From an optimization exercise on the open Yosys and OpenROAD flow, aimed at small area and a short achievable clock period; shortcuts taken in it are not production practice.
RTL that was checked went through simulation tests only; none was proved equivalent to the original.

==> module Butterfly_Unit, before the edit <==
module Butterfly_Unit (
    input clk,
    input reset,
    input [1:0] operation,   
    input valid_in,
    input [11:0] a_in,
    input [11:0] b_in,
    input [11:0] zeta,
    output reg [11:0] a_out,
    output reg [11:0] b_out,
    output reg valid_out
);
    localparam [12:0] Q = 13'd3329;
    wire        intt0 = operation[0];
    wire        zero0 = operation[1];
    wire [12:0] d0    = {1'b0, a_in} - {1'b0, b_in};
    wire [12:0] ds0, dc0;
    CSA #(13) csa_d (.a({1'b0, a_in}), .b({1'b1, ~b_in}), .c(13'd3330), .s(ds0), .y(dc0));
    wire [12:0] dq0   = ds0 + dc0;                                   
    wire [11:0] m0    = !intt0 ? b_in : (d0[12] ? dq0[11:0] : d0[11:0]);
    wire [12:0] s0    = {1'b0, a_in & {12{~zero0}}} + {1'b0, b_in & {12{intt0 & ~zero0}}};
    reg [11:0] m1, z1;
    reg [12:0] s1;
    reg        op1;
    reg        v1;
    always @(posedge clk) begin
        m1  <= m0;
        s1  <= s0;
        z1  <= zeta & {12{~zero0}};
        op1 <= intt0;
    end
    wire [23:0] px1, py1;
    Mul12_CS mul (.a(z1), .b(m1), .x(px1), .y(py1));
    reg [23:0] px2, py2;
    reg [12:0] s2;
    reg        op2;
    reg        v2;
    always @(posedge clk) begin
        px2 <= px1;
        py2 <= py1;
        s2  <= s1;
        op2 <= op1;
    end
    wire [11:0] h2 = px2[23:12] + py2[23:12];
    wire [12:0] t0;
    wire [11:0] t1;
    wire [14:0] t2;
    Tab_P12 tab0 (.h(h2[3:0]),  .t(t0));
    Tab_P16 tab1 (.h(h2[7:4]),  .t(t1));
    Tab_P20 tab2 (.h(h2[11:8]), .t(t2));
    wire [14:0] sa, ca, sb, cb, sc, cc;
    CSA #(15) csa_a (.a({3'b000, px2[11:0]}), .b({3'b000, py2[11:0]}), .c({2'b00, t0}), .s(sa), .y(ca));
    CSA #(15) csa_b (.a(sa), .b(ca), .c({3'b000, t1}), .s(sb), .y(cb));
    CSA #(15) csa_c (.a(sb), .b(cb), .c(t2), .s(sc), .y(cc));
    reg [14:0] xs3, xc3;
    reg [12:0] s3;
    reg        op3;
    reg        v3;
    always @(posedge clk) begin
        xs3 <= sc;
        xc3 <= cc;
        s3  <= s2;
        op3 <= op2;
    end
    wire [14:0] x3  = xs3 + xc3;
    wire        ge1 = x3 >= 15'd3329;
    wire        ge2 = x3 >= 15'd6658;
    wire        ge3 = x3 >= 15'd9987;
    wire        ge4 = x3 >= 15'd13316;
    wire [11:0] x31 = x3[11:0] + 12'd767;
    wire [11:0] x32 = x3[11:0] + 12'd1534;
    wire [11:0] x33 = x3[11:0] + 12'd2301;
    wire [11:0] x34 = x3[11:0] + 12'd3068;
    wire [11:0] r3  = ge4 ? x34 : ge3 ? x33 : ge2 ? x32 : ge1 ? x31 : x3[11:0];
    reg [11:0] r4;
    reg [12:0] s4;
    reg        op4;
    reg        v4;
    always @(posedge clk) begin
        r4  <= r3;
        s4  <= s3;
        op4 <= op3;
    end
    wire [11:0] rn4 = r4 & {12{~op4}};
    wire [12:0] t4  = s4 + {1'b0, rn4};                            
    wire        tg4 = t4 >= 13'd3329;
    wire [11:0] tm4 = t4[11:0] + 12'd767;
    wire [11:0] ao4 = tg4 ? tm4 : t4[11:0];
    wire [12:0] u4  = {1'b0, s4[11:0]} - {1'b0, r4};
    wire [11:0] uq4 = u4[11:0] + 12'd3329;
    wire [11:0] bo4 = op4 ? r4 : (u4[12] ? uq4 : u4[11:0]);
    always @(posedge clk) begin
        a_out <= ao4;
        b_out <= bo4;
    end
    always @(posedge clk) begin
        if (reset) begin
            v1 <= 1'b0; v2 <= 1'b0; v3 <= 1'b0; v4 <= 1'b0; valid_out <= 1'b0;
        end else begin
            v1 <= valid_in; v2 <= v1; v3 <= v2; v4 <= v3; valid_out <= v4;
        end
    end
endmodule
==> flow/config.mk <==
export PLATFORM = sky130hd
export DESIGN_NAME = Butterfly_Unit
export DESIGN_NICKNAME = Butterfly_Unit
export VERILOG_FILES = /design/flow/design.v
export SDC_FILE = /design/flow/constraint.sdc
export NUM_CORES = 4
export LEC_CHECK = 0
export CAP_MARGIN = 20
export CELL_PAD_IN_SITES_DETAIL_PLACEMENT = 0
export CELL_PAD_IN_SITES_GLOBAL_PLACEMENT = 0
export CORE_MARGIN = 2
export CORE_UTILIZATION = 55
export SETUP_SLACK_MARGIN = 3.0
export SLEW_MARGIN = 20
export TNS_END_PERCENT = 0
==> flow/constraint.sdc <==
create_clock -name core_clock -period 6.5 [get_ports {clk}]
set_input_delay 1.3000 -clock core_clock [delete_from_list [all_inputs] [get_ports {clk}]]
set_output_delay 1.3000 -clock core_clock [all_outputs]
set_load 0.01 [all_outputs]
run.sh (not shown) runs the stock make flow with config.mk's settings and CLKGATE_MAP_FILE= SYNTH_SCRIPT=/design/flow/synth_recipe.tcl, a recipe that flattens the netlist after the stock synthesis.
Next try:
--- a/flow/design.v
+++ b/flow/design.v
@@ -215,34 +215,33 @@
     output reg [11:0] a_out,
     output reg [11:0] b_out,
     output reg valid_out
 );
     localparam [12:0] Q = 13'd3329;
     wire        intt0 = operation[0];
-    wire        zero0 = operation[1];
     wire [12:0] d0    = {1'b0, a_in} - {1'b0, b_in};
     wire [12:0] ds0, dc0;
     CSA #(13) csa_d (.a({1'b0, a_in}), .b({1'b1, ~b_in}), .c(13'd3330), .s(ds0), .y(dc0));
     wire [12:0] dq0   = ds0 + dc0;                                   
     wire [11:0] m0    = !intt0 ? b_in : (d0[12] ? dq0[11:0] : d0[11:0]);
-    wire [12:0] s0    = {1'b0, a_in & {12{~zero0}}} + {1'b0, b_in & {12{intt0 & ~zero0}}};
+    wire [12:0] s0    = {1'b0, a_in} + {1'b0, b_in & {12{intt0}}};
     reg [11:0] m1, z1;
     reg [12:0] s1;
-    reg        op1;
+    reg [1:0]  op1;
     reg        v1;
     always @(posedge clk) begin
         m1  <= m0;
         s1  <= s0;
-        z1  <= zeta & {12{~zero0}};
-        op1 <= intt0;
+        z1  <= zeta;
+        op1 <= operation;
     end
     wire [23:0] px1, py1;
     Mul12_CS mul (.a(z1), .b(m1), .x(px1), .y(py1));
     reg [23:0] px2, py2;
     reg [12:0] s2;
-    reg        op2;
+    reg [1:0]  op2;
     reg        v2;
     always @(posedge clk) begin
         px2 <= px1;
         py2 <= py1;
         s2  <= s1;
         op2 <= op1;
@@ -257,50 +256,57 @@
     wire [14:0] sa, ca, sb, cb, sc, cc;
     CSA #(15) csa_a (.a({3'b000, px2[11:0]}), .b({3'b000, py2[11:0]}), .c({2'b00, t0}), .s(sa), .y(ca));
     CSA #(15) csa_b (.a(sa), .b(ca), .c({3'b000, t1}), .s(sb), .y(cb));
     CSA #(15) csa_c (.a(sb), .b(cb), .c(t2), .s(sc), .y(cc));
     reg [14:0] xs3, xc3;
     reg [12:0] s3;
-    reg        op3;
+    reg [1:0]  op3;
     reg        v3;
     always @(posedge clk) begin
         xs3 <= sc;
         xc3 <= cc;
         s3  <= s2;
         op3 <= op2;
     end
-    wire [14:0] x3  = xs3 + xc3;
-    wire        ge1 = x3 >= 15'd3329;
-    wire        ge2 = x3 >= 15'd6658;
-    wire        ge3 = x3 >= 15'd9987;
-    wire        ge4 = x3 >= 15'd13316;
-    wire [11:0] x31 = x3[11:0] + 12'd767;
-    wire [11:0] x32 = x3[11:0] + 12'd1534;
-    wire [11:0] x33 = x3[11:0] + 12'd2301;
-    wire [11:0] x34 = x3[11:0] + 12'd3068;
-    wire [11:0] r3  = ge4 ? x34 : ge3 ? x33 : ge2 ? x32 : ge1 ? x31 : x3[11:0];
+    wire [14:0] x3 = xs3 + xc3;
+    wire [14:0] ks1, kc1, ks2, kc2, ks3, kc3, ks4, kc4;
+    CSA #(15) csa_k1 (.a(xs3), .b(xc3), .c(15'h72ff), .s(ks1), .y(kc1));    
+    CSA #(15) csa_k2 (.a(xs3), .b(xc3), .c(15'h65fe), .s(ks2), .y(kc2));    
+    CSA #(15) csa_k3 (.a(xs3), .b(xc3), .c(15'h58fd), .s(ks3), .y(kc3));    
+    CSA #(15) csa_k4 (.a(xs3), .b(xc3), .c(15'h4bfc), .s(ks4), .y(kc4));    
+    wire [14:0] x1 = ks1 + kc1;
+    wire [14:0] x2 = ks2 + kc2;
+    wire [14:0] x3q = ks3 + kc3;
+    wire [14:0] x4 = ks4 + kc4;
+    wire [11:0] r3 = !x4[14]  ? x4[11:0]  :
+                     !x3q[14] ? x3q[11:0] :
+                     !x2[14]  ? x2[11:0]  :
+                     !x1[14]  ? x1[11:0]  : x3[11:0];
     reg [11:0] r4;
     reg [12:0] s4;
-    reg        op4;
+    reg [1:0]  op4;
     reg        v4;
     always @(posedge clk) begin
         r4  <= r3;
         s4  <= s3;
         op4 <= op3;
     end
-    wire [11:0] rn4 = r4 & {12{~op4}};
+    wire [11:0] rn4 = r4 & {12{~op4[0]}};
     wire [12:0] t4  = s4 + {1'b0, rn4};                            
-    wire        tg4 = t4 >= 13'd3329;
-    wire [11:0] tm4 = t4[11:0] + 12'd767;
-    wire [11:0] ao4 = tg4 ? tm4 : t4[11:0];
+    wire [13:0] ts4, tc4;
+    CSA #(14) csa_t (.a({1'b0, s4}), .b({2'b00, rn4}), .c(14'h32ff), .s(ts4), .y(tc4));
+    wire [13:0] tm4 = ts4 + tc4;                                   
+    wire [11:0] ao4 = tm4[13] ? t4[11:0] : tm4[11:0];
     wire [12:0] u4  = {1'b0, s4[11:0]} - {1'b0, r4};
-    wire [11:0] uq4 = u4[11:0] + 12'd3329;
-    wire [11:0] bo4 = op4 ? r4 : (u4[12] ? uq4 : u4[11:0]);
+    wire [12:0] us4, uc4;
+    CSA #(13) csa_u (.a({1'b0, s4[11:0]}), .b({1'b1, ~r4}), .c(13'd3330), .s(us4), .y(uc4));
+    wire [12:0] uq4 = us4 + uc4;                                   
+    wire [11:0] bo4 = op4[0] ? r4 : (u4[12] ? uq4[11:0] : u4[11:0]);
     always @(posedge clk) begin
-        a_out <= ao4;
-        b_out <= bo4;
+        a_out <= op4[1] ? 12'd0 : ao4;
+        b_out <= op4[1] ? 12'd0 : bo4;
     end
     always @(posedge clk) begin
         if (reset) begin
             v1 <= 1'b0; v2 <= 1'b0; v3 <= 1'b0; v4 <= 1'b0; valid_out <= 1'b0;
         end else begin
             v1 <= valid_in; v2 <= v1; v3 <= v2; v4 <= v3; valid_out <= v4;
Effect:
- routed wire length went up by 11%
- clock-buffer cell count does not change
- clock skew went down by 0.0051 ns
- area after synthesis went up by about 13%
- fmax went up by 2.5%
- cell count went up by 14%

---

the previous run:
Butterfly_Unit, a different RTL version from the one above (not shown whole).
Size: roughly 1600 cells after synthesis.
==> module Butterfly_Unit, before the edit <==
module Butterfly_Unit (
    input clk,
    input reset,
    input [1:0] operation,   
    input valid_in,
    input [11:0] a_in,
    input [11:0] b_in,
    input [11:0] zeta,
    output reg [11:0] a_out,
    output reg [11:0] b_out,
    output reg valid_out
);
    localparam [12:0] Q = 13'd3329;
    wire        intt0 = operation[0];
    wire [12:0] d0    = {1'b0, a_in} - {1'b0, b_in};
    wire [12:0] ds0, dc0;
    CSA #(13) csa_d (.a({1'b0, a_in}), .b({1'b1, ~b_in}), .c(13'd3330), .s(ds0), .y(dc0));
    wire [12:0] dq0   = ds0 + dc0;                                   
    wire [11:0] m0    = !intt0 ? b_in : (d0[12] ? dq0[11:0] : d0[11:0]);
    wire [12:0] s0    = {1'b0, a_in} + {1'b0, b_in & {12{intt0}}};
    reg [11:0] m1, z1;
    reg [12:0] s1;
    reg [1:0]  op1;
    reg        v1;
    always @(posedge clk) begin
        m1  <= m0;
        s1  <= s0;
        z1  <= zeta;
        op1 <= operation;
    end
    wire [23:0] px1, py1;
    Mul12_CS mul (.a(z1), .b(m1), .x(px1), .y(py1));
    reg [23:0] px2, py2;
    reg [12:0] s2;
    reg [1:0]  op2;
    reg        v2;
    always @(posedge clk) begin
        px2 <= px1;
        py2 <= py1;
        s2  <= s1;
        op2 <= op1;
    end
    wire [11:0] h2 = px2[23:12] + py2[23:12];
    wire [12:0] t0;
    wire [11:0] t1;
    wire [14:0] t2;
    Tab_P12 tab0 (.h(h2[3:0]),  .t(t0));
    Tab_P16 tab1 (.h(h2[7:4]),  .t(t1));
    Tab_P20 tab2 (.h(h2[11:8]), .t(t2));
    wire [14:0] sa, ca, sb, cb, sc, cc;
    CSA #(15) csa_a (.a({3'b000, px2[11:0]}), .b({3'b000, py2[11:0]}), .c({2'b00, t0}), .s(sa), .y(ca));
    CSA #(15) csa_b (.a(sa), .b(ca), .c({3'b000, t1}), .s(sb), .y(cb));
    CSA #(15) csa_c (.a(sb), .b(cb), .c(t2), .s(sc), .y(cc));
    reg [14:0] xs3, xc3;
    reg [12:0] s3;
    reg [1:0]  op3;
    reg        v3;
    always @(posedge clk) begin
        xs3 <= sc;
        xc3 <= cc;
        s3  <= s2;
        op3 <= op2;
    end
    wire [14:0] x3  = xs3 + xc3;
    wire        ge1 = x3 >= 15'd3329;
    wire        ge2 = x3 >= 15'd6658;
    wire        ge3 = x3 >= 15'd9987;
    wire        ge4 = x3 >= 15'd13316;
    wire [11:0] x31 = x3[11:0] + 12'd767;
    wire [11:0] x32 = x3[11:0] + 12'd1534;
    wire [11:0] x33 = x3[11:0] + 12'd2301;
    wire [11:0] x34 = x3[11:0] + 12'd3068;
    wire [11:0] r3  = ge4 ? x34 : ge3 ? x33 : ge2 ? x32 : ge1 ? x31 : x3[11:0];
    reg [11:0] r4;
    reg [12:0] s4;
    reg [1:0]  op4;
    reg        v4;
    always @(posedge clk) begin
        r4  <= r3;
        s4  <= s3;
        op4 <= op3;
    end
    wire [11:0] rn4 = r4 & {12{~op4[0]}};
    wire [12:0] t4  = s4 + {1'b0, rn4};                            
    wire [13:0] ts4, tc4;
    CSA #(14) csa_t (.a({1'b0, s4}), .b({2'b00, rn4}), .c(14'h32ff), .s(ts4), .y(tc4));
    wire [13:0] tm4 = ts4 + tc4;                                   
    wire [11:0] ao4 = tm4[13] ? t4[11:0] : tm4[11:0];
    wire [12:0] u4  = {1'b0, s4[11:0]} - {1'b0, r4};
    wire [12:0] us4, uc4;
    CSA #(13) csa_u (.a({1'b0, s4[11:0]}), .b({1'b1, ~r4}), .c(13'd3330), .s(us4), .y(uc4));
    wire [12:0] uq4 = us4 + uc4;                                   
    wire [11:0] bo4 = op4[0] ? r4 : (u4[12] ? uq4[11:0] : u4[11:0]);
    always @(posedge clk) begin
        a_out <= op4[1] ? 12'd0 : ao4;
        b_out <= op4[1] ? 12'd0 : bo4;
    end
    always @(posedge clk) begin
        if (reset) begin
            v1 <= 1'b0; v2 <= 1'b0; v3 <= 1'b0; v4 <= 1'b0; valid_out <= 1'b0;
        end else begin
            v1 <= valid_in; v2 <= v1; v3 <= v2; v4 <= v3; valid_out <= v4;
        end
    end
endmodule
clock: 6.5 ns
lec_check: 0
cap_margin: 20
cell_pad_in_sites_detail_placement: 0
cell_pad_in_sites_global_placement: 0
core_margin: 2
core_utilization: 55
setup_slack_margin: 3.0
slew_margin: 20
tns_end_percent: 0
Setup changes, the previous run to the current run
-- flow/design.v --
<<< the previous run, line 289
    wire [11:0] rn4 = r4 & {12{~op4[0]}};
    wire [12:0] t4  = s4 + {1'b0, rn4};                            
    wire [13:0] ts4, tc4;
    CSA #(14) csa_t (.a({1'b0, s4}), .b({2'b00, rn4}), .c(14'h32ff), .s(ts4), .y(tc4));
    wire [13:0] tm4 = ts4 + tc4;                                   
    wire [11:0] ao4 = tm4[13] ? t4[11:0] : tm4[11:0];
    wire [12:0] u4  = {1'b0, s4[11:0]} - {1'b0, r4};
    wire [12:0] us4, uc4;
    CSA #(13) csa_u (.a({1'b0, s4[11:0]}), .b({1'b1, ~r4}), .c(13'd3330), .s(us4), .y(uc4));
    wire [12:0] uq4 = us4 + uc4;                                   
    wire [11:0] bo4 = op4[0] ? r4 : (u4[12] ? uq4[11:0] : u4[11:0]);
    always @(posedge clk) begin
        a_out <= op4[1] ? 12'd0 : ao4;
>>> the current run, line 289
    wire [11:0] rn4 = r4 & {12{~op4[0]}};
    wire [12:0] t4  = s4 + {1'b0, rn4};                            
    wire        tg4 = t4 >= 13'd3329;
    wire [11:0] tm4 = t4[11:0] + 12'd767;
    wire [11:0] ao4 = tg4 ? tm4 : t4[11:0];
    wire [12:0] u4  = {1'b0, s4[11:0]} - {1'b0, r4};
    wire [11:0] uq4 = u4[11:0] + 12'd3329;
    wire [11:0] bo4 = op4[0] ? r4 : (u4[12] ? uq4 : u4[11:0]);
    always @(posedge clk) begin
        a_out <= op4[1] ? 12'd0 : ao4;
[summary]
| synthesized cell count | lower: the current run |. Amount of wire on met2 after detailed routing, the current run vs the previous run: down by a little under 10%. Comparing the previous run against the current run, there is no change at all in number of clock buffers in the layout. Compared with the previous run, the current run shows a lower count of fill cells added during filler insertion. The current run — critical path depth in cells 4 higher, the previous run as reference. The previous run → the current run: final weighted congestion in routability-driven placement now larger; fraction of area in registers climbed 1.5 points; final cycle utilization of the critical path has increased; core utilization lost 2.1 points. Number of global-route vias before repair down 1.4% in the current run wrt the previous run. Of the previous run and the current run, the previous run shows the higher cell count, with the current run below it. Diff the previous run..the current run | area taken by flip-flops and latches | negligible. On first-pass iteration count of the detailed router: between the previous run and the current run, it ends up higher for the current run. The current run went all the way through the flow, and no timing, DRC or antenna check failed.
No functional check of the RTL was part of any run of this note.

[separate check: timing with driven ports]
In the flow no input, the clock included, has a driving cell. The finished layouts below were timed again as built, in two steps.
Step 1: set_driving_cell puts a clkbuf_16 on clk and a buf_2 on each other input, an assumption about the parent block.
Step 2, shift: input delay + t, output delay - t, t = (earliest + latest rising clock arrival at the registers) / 2. This alone moves slack from input paths to output paths.
a / b / c = ideal / step 1 / step 2; a / b = the first two.
run | t (ns) | setup WS [ns] | latest minus earliest clock arrival (ns)
the first run of note 1 | 0.482 | 2.913 / 2.913 / 2.520 | 0.021 / 0.022
the second run of note 1 | 0.495 | 3.002 / 3.002 / 2.641 | 0.018 / 0.018
the previous run | 0.484 | 2.927 / 2.927 / 2.490 | 0.015 / 0.015
the current run | 0.483 | 2.729 / 2.741 / 2.265 | 0.016 / 0.015
After both steps setup and hold are still met in every run listed. For the current run, which loses most, drivers alone change the setup slack by +0.012 ns; drivers and shift together by -0.464 ns.
